Background: an optimization exercise with open tools, aiming at small area and a short achievable clock period. Do not read the settings as production practice. Only simulation tests tie the RTL to the original design; equivalence was not proved.

// ROTATING_VECTORING
module ROTATING_VECTORING(clk,xi,yi,xf,yf);
 input clk;
 input [15:0] xi,yi;
 output [15:0] xf,yf;
  reg [15:0] a0, b0, d0;    
  reg        n0;            
  wire [15:0] a0n, b0n, d0n;
  addc0 u_b0(.a(xi), .b(yi), .ci(1'b0), .s(b0n));
  sub01 u_a0(.a(xi), .b(yi), .s0(d0n), .s1(a0n));
  always @(posedge clk) begin
    a0 <= a0n; b0 <= b0n; d0 <= d0n; n0 <= yi[15];
  end
  wire [15:0] c0 = ~d0;     
  wire [15:0] vx0 = n0 ? a0 : b0;
  wire [15:0] vy0 = n0 ? b0 : c0;
  reg [15:0] vx1r, vy1r;
  wire [15:0] vx1n_op = {{1{vy0[15]}}, vy0[15:1]} ^ {16{~(~vy0[15])}};
  wire [15:0] vy1n_op = {{1{vx0[15]}}, vx0[15:1]} ^ {16{~vy0[15]}};
  wire vx1n_ci = (vy0[15] & (|vy0[0:0])) ^ ~(~vy0[15]);
  wire vy1n_ci = (vx0[15] & (|vx0[0:0])) ^ (~vy0[15]);
  wire [15:0] vx1n_a = vx0;
  wire [15:0] vx1n_b = vx1n_op;
  wire [16:0] vx1n_g0 = {vx1n_a & vx1n_b, vx1n_ci};
  wire [16:0] vx1n_p0 = {vx1n_a ^ vx1n_b, 1'b0};
  wire [16:0] vx1n_g1, vx1n_p1;
  assign vx1n_g1[0] = vx1n_g0[0];
  assign vx1n_p1[0] = vx1n_p0[0];
  assign vx1n_g1[1] = vx1n_g0[1] | (vx1n_p0[1] & vx1n_g0[0]);
  assign vx1n_p1[1] = vx1n_p0[1] & vx1n_p0[0];
  assign vx1n_g1[2] = vx1n_g0[2];
  assign vx1n_p1[2] = vx1n_p0[2];
  ...
Size: about 3800 cells after synthesis, ~490 flip-flops, ~65 I/O pins, ~35000 sq um of cells after synthesis.
==> flow/config.mk <==
export PLATFORM = sky130hd
export DESIGN_NAME = ROTATING_VECTORING
export DESIGN_NICKNAME = ROTATING_VECTORING
export VERILOG_FILES = /design/flow/design.v
export SDC_FILE = /design/flow/constraint.sdc
export NUM_CORES = 4
export LEC_CHECK = 0
export CAP_MARGIN = 20
export CORE_MARGIN = 2
export CORE_UTILIZATION = 40
export PLACE_DENSITY = 0.75
export SLEW_MARGIN = 20
export SYNTH_HIERARCHICAL = 1
==> flow/constraint.sdc <==
create_clock -name core_clock -period 12.0 [get_ports {clk}]
set_input_delay 2.4000 -clock core_clock [delete_from_list [all_inputs] [get_ports {clk}]]
set_output_delay 2.4000 -clock core_clock [all_outputs]
set_load 0.01 [all_outputs]
standard.sh (not shown) runs the stock make flow with config.mk's settings and CLKGATE_MAP_FILE= SYNTH_SCRIPT=/design/flow/synth_recipe.tcl, a recipe that flattens the netlist after the stock synthesis.
==> flow/flow/run.sh <==
#!/bin/bash
# Own layout flow: the standard ORFS flow, with timing repair aimed at a
# slack margin below the clock period and stronger port buffers.
set -euo pipefail
export SETUP_SLACK_MARGIN=8.5
export BUFFER_PORTS_ARGS="-buffer_cell sky130_fd_sc_hd__buf_2"
export CTS_ARGS="-sink_clustering_enable -repair_clock_nets -dont_use_dummy_load -root_buf sky130_fd_sc_hd__clkbuf_16 -sink_clustering_size 12 -sink_clustering_max_diameter 50 -buf_list {sky130_fd_sc_hd__clkbuf_4 sky130_fd_sc_hd__clkbuf_8}"
bash standard.sh > standard_flow.log 2>&1
The baseline passed the timing, DRC and antenna checks.
Rerun with:
--- a/flow/flow/run.sh
+++ b/flow/flow/run.sh
@@ -1,6 +1,10 @@
 #!/bin/bash
-# Own layout flow: the standard ORFS flow, with timing repair aimed at a
-# slack margin below the clock period and stronger port buffers.
+# Own layout flow: the standard ORFS flow (standard.sh, unchanged synthesis),
+# with these changes to how the layout is made:
+#  - every port still gets a buffer, a buf_2 instead of the default delay buffer;
+#  - clock tree: no dummy loads, clusters of up to 12 flip-flops, a clkbuf_16 root
+#    and clkbuf_4/8 elsewhere (one balanced tree for all registers).
+# The make output goes to standard_flow.log, each tool's log to orfs/logs/.
 set -euo pipefail
-export SETUP_SLACK_MARGIN=8.5
+export SETUP_SLACK_MARGIN=8.6
 export BUFFER_PORTS_ARGS="-buffer_cell sky130_fd_sc_hd__buf_2"
Settings changed: CORE_UTILIZATION 40 to 33.
What happened: The new run completed without violations. Count of clock-buffer cells in the layout rises by 5. Hold slack is worse by 0.038 ns. Setup slack is worse by 0.016 ns. Via count rises by 1.5%. Wire length rises by 3.6%. Synthesized area does not change. First-iteration DRC count rises by 5.9%.
Rerun with:
==> flow/flow/run.sh (replaced) <==
#!/bin/bash
# Own layout flow: the standard ORFS flow, with timing repair aimed at a
# slack margin below the clock period and stronger port buffers.
set -euo pipefail
export SETUP_SLACK_MARGIN=8.6
export BUFFER_PORTS_ARGS="-buffer_cell sky130_fd_sc_hd__buf_2"
export CTS_ARGS="-sink_clustering_enable -repair_clock_nets -dont_use_dummy_load -sink_clustering_size 12 -sink_clustering_max_diameter 50 -buf_list {sky130_fd_sc_hd__clkbuf_4 sky130_fd_sc_hd__clkbuf_8}"
bash standard.sh > standard_flow.log 2>&1
Settings changed: CORE_UTILIZATION 33 to 40, PLACE_DENSITY 0.75 to not set.
Sequential share of layout area rises by 0.35 points.
Maximum frequency falls by 0.90%.
Global-route usage rose by 3.0 points.
Setup slack loses 0.031 ns.
Cell area drops by 1.3%.
Synthesized cell count does not change.
Area after synthesis does not change.

========
== job 1164 ==
ROTATING_VECTORING, a different RTL version from the one above (not shown whole).
Size: about 3900 cells after synthesis.
==> flow/config.mk <==
export PLATFORM = sky130hd
export DESIGN_NAME = ROTATING_VECTORING
export DESIGN_NICKNAME = ROTATING_VECTORING
export VERILOG_FILES = /design/flow/design.v
export SDC_FILE = /design/flow/constraint.sdc
export NUM_CORES = 4
export LEC_CHECK = 0
export CAP_MARGIN = 20
export CORE_MARGIN = 2
export CORE_UTILIZATION = 40
export SLEW_MARGIN = 20
export SYNTH_HIERARCHICAL = 1
==> flow/constraint.sdc <==
create_clock -name core_clock -period 12.0 [get_ports {clk}]
set_input_delay 2.4000 -clock core_clock [delete_from_list [all_inputs] [get_ports {clk}]]
set_output_delay 2.4000 -clock core_clock [all_outputs]
set_load 0.01 [all_outputs]
==> flow/flow/run.sh <==
#!/bin/bash
# Own layout flow: the standard ORFS flow, with timing repair aimed at a
# slack margin below the clock period and stronger port buffers.
set -euo pipefail
export SETUP_SLACK_MARGIN=8.0
export BUFFER_PORTS_ARGS="-buffer_cell sky130_fd_sc_hd__buf_2"
bash standard.sh > standard_flow.log 2>&1
> inputs changed (job 1164 -> job 4738)
Settings: changing CORE_UTILIZATION from 40 to 55.
-- flow/flow/run.sh --
<<< job 1164, line 5
export SETUP_SLACK_MARGIN=8.0
>>> job 4738, line 5
export SETUP_SLACK_MARGIN=8.4
<<< job 1164, line 7
>>> job 4738, line 7
export CTS_ARGS="-sink_clustering_enable -repair_clock_nets -dont_use_dummy_load -buf_list {sky130_fd_sc_hd__clkbuf_4 sky130_fd_sc_hd__clkbuf_8}"
Findings:
- Compared with job 1164, job 4738 shows footprint of the multi-input gates higher by about 2%.
- Effective utilization at floorplan ended up 15 points higher on job 4738 than on job 1164.
- When the final numbers for job 1164 and job 4738 were put side by side, the worst setup slack before clock tree synthesis turned out to be smaller in job 4738.
- Against job 1164, job 4738 reports a global-route wire length before repair that is higher.
- The global-route usage number comes out higher for job 4738 vs job 1164.
- Job 4738 ended up with a lower transition time of the tightest slew-check pin than job 1164 did.

========
ROTATING_VECTORING, a different RTL version from the one above (not shown whole).
Size in the first run: roughly 3800 cells after synthesis, roughly 540 flip-flops, about 65 I/O pins.
Settings: LEC_CHECK=0, CAP_MARGIN=20, CORE_MARGIN=2, CORE_UTILIZATION=40, SLEW_MARGIN=20; clock period 12.0 ns.
run.sh (not shown) runs the stock make flow with config.mk's settings and CLKGATE_MAP_FILE= SYNTH_SCRIPT=/design/flow/synth_recipe.tcl, a recipe that flattens the netlist after the stock synthesis.
Stock flow here: none of the scripts above is used.
Change:
==> flow/flow/run.sh (new file) <==
#!/bin/bash
# Own layout flow: the standard ORFS flow, with timing repair aimed at a
# slack margin below the clock period and stronger port buffers.
set -euo pipefail
export SETUP_SLACK_MARGIN=8.6
export BUFFER_PORTS_ARGS="-buffer_cell sky130_fd_sc_hd__buf_2"
bash standard.sh > standard_flow.log 2>&1
==> flow/standard.sh (new file) <==
#!/bin/bash
# synth_recipe.tcl (not shown) runs the flow's synth.tcl, then flattens the netlist and writes it again
# the make line also repeats each setting of config.mk as NAME=value (left out here)
make -C /OpenROAD-flow-scripts/flow DESIGN_CONFIG=/design/flow/config.mk WORK_HOME=/design/flow/orfs CLKGATE_MAP_FILE= SYNTH_SCRIPT=/design/flow/synth_recipe.tcl "${@:-finish}"
removed: flow/run.sh
Result: Cell count rises by 1.2%. Synthesized cell count stays the same. Die area stays the same. Sequential share of layout area decreases by 0.95 points. Area after synthesis does not change. Setup slack improved by 1.2 ns. Via count climbs by 1.4%.
Change:
--- a/flow/flow/run.sh
+++ b/flow/flow/run.sh
@@ -4,3 +4,3 @@
 set -euo pipefail
-export SETUP_SLACK_MARGIN=8.6
+export SETUP_SLACK_MARGIN=8.0
 export BUFFER_PORTS_ARGS="-buffer_cell sky130_fd_sc_hd__buf_2"
Outcome: Core utilization came out lower by 2.0 points. Design area goes down by about 4%. Worst hold slack stays flat. Routed wire length came out lower by 4.0%. Area after synthesis is unchanged. Setup slack degrades by 0.10 ns. Critical path depth falls by 1.

========
ROTATING_VECTORING, a different RTL version from the one above (not shown whole).
Size in the first run: about 3700 cells after synthesis, roughly 500 flip-flops, ~65 I/O pins.
clock: 12.0 ns
lec_check: 0
cap_margin: 20
core_margin: 2
core_utilization: 40
slew_margin: 20
synth_hierarchical: 1
standard.sh (not shown) runs the stock make flow with config.mk's settings and CLKGATE_MAP_FILE= SYNTH_SCRIPT=/design/flow/synth_recipe.tcl, a recipe that flattens the netlist after the stock synthesis.
==> flow/flow/run.sh <==
#!/bin/bash
# Own layout flow: the standard ORFS flow, with timing repair aimed at a
# slack margin below the clock period and stronger port buffers.
set -euo pipefail
export SETUP_SLACK_MARGIN=8.6
export BUFFER_PORTS_ARGS="-buffer_cell sky130_fd_sc_hd__buf_2"
export CTS_ARGS="-sink_clustering_enable -repair_clock_nets -dont_use_dummy_load -root_buf sky130_fd_sc_hd__clkbuf_16 -sink_clustering_size 12 -sink_clustering_max_diameter 50 -buf_list {sky130_fd_sc_hd__clkbuf_4 sky130_fd_sc_hd__clkbuf_8}"
bash standard.sh > standard_flow.log 2>&1
Rerun with:
==> flow/flow/run.sh (replaced) <==
#!/bin/bash
# Own layout flow: the standard ORFS flow, with timing repair aimed at a
# slack margin below the clock period and stronger port buffers.
set -euo pipefail
export SETUP_SLACK_MARGIN=8.4
export BUFFER_PORTS_ARGS="-buffer_cell sky130_fd_sc_hd__buf_2"
export CTS_ARGS="-sink_clustering_enable -repair_clock_nets -dont_use_dummy_load -sink_clustering_size 12 -sink_clustering_max_diameter 50 -buf_list {sky130_fd_sc_hd__clkbuf_4 sky130_fd_sc_hd__clkbuf_8}"
bash standard.sh > standard_flow.log 2>&1
The new run finished clean.
Count of clock-buffer cells in the layout rises by 3.
Worst hold slack barely changes.
Rerun with:
==> flow/flow/run.sh (replaced) <==
#!/bin/bash
# Own layout flow: the standard ORFS flow, with timing repair aimed at a
# slack margin below the clock period and stronger port buffers.
set -euo pipefail
export SETUP_SLACK_MARGIN=8.6
export BUFFER_PORTS_ARGS="-buffer_cell sky130_fd_sc_hd__buf_2"
export CTS_ARGS="-sink_clustering_enable -repair_clock_nets -dont_use_dummy_load -root_buf sky130_fd_sc_hd__clkbuf_16 -tree_buf sky130_fd_sc_hd__clkbuf_16 -sink_clustering_size 12 -sink_clustering_max_diameter 50 -buf_list {sky130_fd_sc_hd__clkbuf_4 sky130_fd_sc_hd__clkbuf_8}"
bash standard.sh > standard_flow.log 2>&1
Die area does not change.
Synthesized cell count does not change.
Wire length increases slightly.
Rerun with:
==> flow/flow/run.sh (replaced) <==
#!/bin/bash
# Own layout flow: the standard ORFS flow, with timing repair aimed at a
# slack margin below the clock period and stronger port buffers.
set -euo pipefail
export SETUP_SLACK_MARGIN=8.4
export BUFFER_PORTS_ARGS="-buffer_cell sky130_fd_sc_hd__buf_2"
export CTS_ARGS="-sink_clustering_enable -repair_clock_nets -dont_use_dummy_load -sink_clustering_size 16 -sink_clustering_max_diameter 50 -buf_list {sky130_fd_sc_hd__clkbuf_4 sky130_fd_sc_hd__clkbuf_8}"
bash standard.sh > standard_flow.log 2>&1
What happened:
- hold slack gets worse by 24 ps
- die area does not change
- critical path depth shrinks by 3
- core utilization decreases by 1.2 points
- wire length goes down by 2.0%

========
oak:
ROTATING_VECTORING with an RTL version that a note above also has.
==> flow/design.v (excerpt) <==
module ROTATING_VECTORING(clk,xi,yi,xf,yf);
 input clk;
 input [15:0] xi,yi;
 output [15:0] xf,yf;
  reg [15:0] a0, b0, c0;    
  reg        n0;            
  wire [15:0] a0n, b0n, c0n;
  addc0 u_a0(.a(xi), .b(~yi), .ci(1'b1), .s(a0n));
  addc0 u_b0(.a(xi), .b(yi),  .ci(1'b0), .s(b0n));
  addc0 u_c0(.a(yi), .b(~xi), .ci(1'b1), .s(c0n));
  always @(posedge clk) begin
    a0 <= a0n; b0 <= b0n; c0 <= c0n; n0 <= yi[15];
  end
  wire [15:0] vx0 = n0 ? a0 : b0;
  wire [15:0] vy0 = n0 ? b0 : c0;
  reg [15:0] vx1r, vy1r;
  wire [15:0] vx1n_op = {{1{vy0[15]}}, vy0[15:1]} ^ {16{~(~vy0[15])}};
  wire [15:0] vy1n_op = {{1{vx0[15]}}, vx0[15:1]} ^ {16{~vy0[15]}};
  wire vx1n_ci = (vy0[15] & (|vy0[0:0])) ^ ~(~vy0[15]);
  wire vy1n_ci = (vx0[15] & (|vx0[0:0])) ^ (~vy0[15]);
  wire [15:0] vx1n_a = vx0;
  wire [15:0] vx1n_b = vx1n_op;
  wire [16:0] vx1n_g0 = {vx1n_a & vx1n_b, vx1n_ci};
  wire [16:0] vx1n_p0 = {vx1n_a ^ vx1n_b, 1'b0};
  ...
Settings: LEC_CHECK=0, CAP_MARGIN=20, CORE_MARGIN=2, CORE_UTILIZATION=40, SLEW_MARGIN=20, SYNTH_HIERARCHICAL=1; clock period 12.0 ns.
==> flow/flow/run.sh <==
#!/bin/bash
# Own layout flow: the standard ORFS flow, with timing repair aimed at a
# slack margin below the clock period and stronger port buffers.
set -euo pipefail
export SETUP_SLACK_MARGIN=8.4
export BUFFER_PORTS_ARGS="-buffer_cell sky130_fd_sc_hd__buf_2"
export CTS_ARGS="-sink_clustering_enable -repair_clock_nets -dont_use_dummy_load -buf_list {sky130_fd_sc_hd__clkbuf_4 sky130_fd_sc_hd__clkbuf_8}"
bash standard.sh > standard_flow.log 2>&1
Setup changes, oak to pine
==> flow/flow/run.sh <==
#!/bin/bash
# Own layout flow: the standard ORFS flow, with timing repair aimed at a
# slack margin below the clock period and stronger port buffers.
set -euo pipefail
export SETUP_SLACK_MARGIN=8.4
export BUFFER_PORTS_ARGS="-buffer_cell sky130_fd_sc_hd__buf_2"
export CTS_ARGS="-sink_clustering_enable -repair_clock_nets -dont_use_dummy_load"
bash standard.sh > standard_flow.log 2>&1
==> notes.md <==
oak -> pine: share of the synthesized area in compound gates (AO/OA/AOI/OAI) delta 0, exact match
Non-clock buffer count (higher): pine
When pine is measured against oak, its area added between synthesis and finish turns out 0.71 points higher.
Clock latency at the later pin of the worst-skew pair: higher on oak
[compare] base=oak new=pine: combined buffer and inverter count along the critical path went up, post-route worst setup slack went down, utilization went up.
oak vs pine, start-to-end type of the worst setup path: reg -> out vs in -> reg
Delta (pine minus oak): sequential share of cell area decreased 0.17 points; critical-path maximum fanout has increased.
> inputs changed (pine -> birch)
==> flow/flow/run.sh <==
#!/bin/bash
# Own layout flow: the standard ORFS flow, with timing repair aimed at a
# slack margin below the clock period and stronger port buffers.
set -euo pipefail
export SETUP_SLACK_MARGIN=8.4
export BUFFER_PORTS_ARGS="-buffer_cell sky130_fd_sc_hd__buf_2"
bash standard.sh > standard_flow.log 2>&1
Every run in the comparison, pine and birch, completed the flow with a clean layout.
Re share of post-route cells with drive strength above 1: birch is 1.1 points up on pine.
The slowest library cell on the worst path comes out o211ai_1 in one run and ha_1 in the other, namely in birch and pine respectively.
| final worst slack | birch vs pine | better |

==> re-timing with driven ports <==
How much do the figures lean on ideal ports? The routed layouts below were timed once more, with nothing changed but the port constraints. Step 1 assumes that a clkbuf_16 drives the clock port and a buf_2 every other input. Step 2 times the ports against the registers' clock, not the clock port: input delays grow and output delays shrink by t, the midpoint of the rising clock arrivals with the driver on. Three values: no drivers, after step 1, after step 2; two values: the first two.
run | t, ns | setup slack, ns | cell pins on the clock port's net
the first run of note 1 | 0.615 | 8.559 / 8.496 / 7.989 | 1
the second run of note 1 | 0.605 | 8.543 / 8.518 / 7.964 | 1
the third run of note 1 | 0.686 | 8.511 / 8.450 / 7.991 | 1
job 1164 | 0.677 | 8.234 / 8.234 / 7.735 | 1
job 4738 | 0.701 | 8.391 / 8.433 / 7.733 | 1
the first run of note 3 | 0.672 | 7.014 / 7.025 / 6.353 | 1
the second run of note 3 | 0.677 | 8.226 / 8.215 / 7.537 | 1
the third run of note 3 | 0.674 | 8.123 / 8.145 / 7.471 | 1
the first run of note 4 | 0.616 | 8.483 / 8.503 / 7.887 | 1
the second run of note 4 | 0.678 | 8.461 / 8.429 / 7.825 | 1
the third run of note 4 | 0.616 | 8.483 / 8.503 / 7.887 | 1
the fourth run of note 4 | 0.675 | 8.456 / 8.451 / 7.823 | 1
oak | 0.706 | 8.492 / 8.430 / 7.839 | 1
pine | 0.684 | 8.453 / 8.446 / 7.813 | 1
birch | 0.710 | 8.483 / 8.438 / 7.818 | 1
After both steps every run listed still meets setup and hold. For the second run of note 3, which loses most, drivers alone change the setup slack by -0.011 ns; drivers and shift together by -0.689 ns.
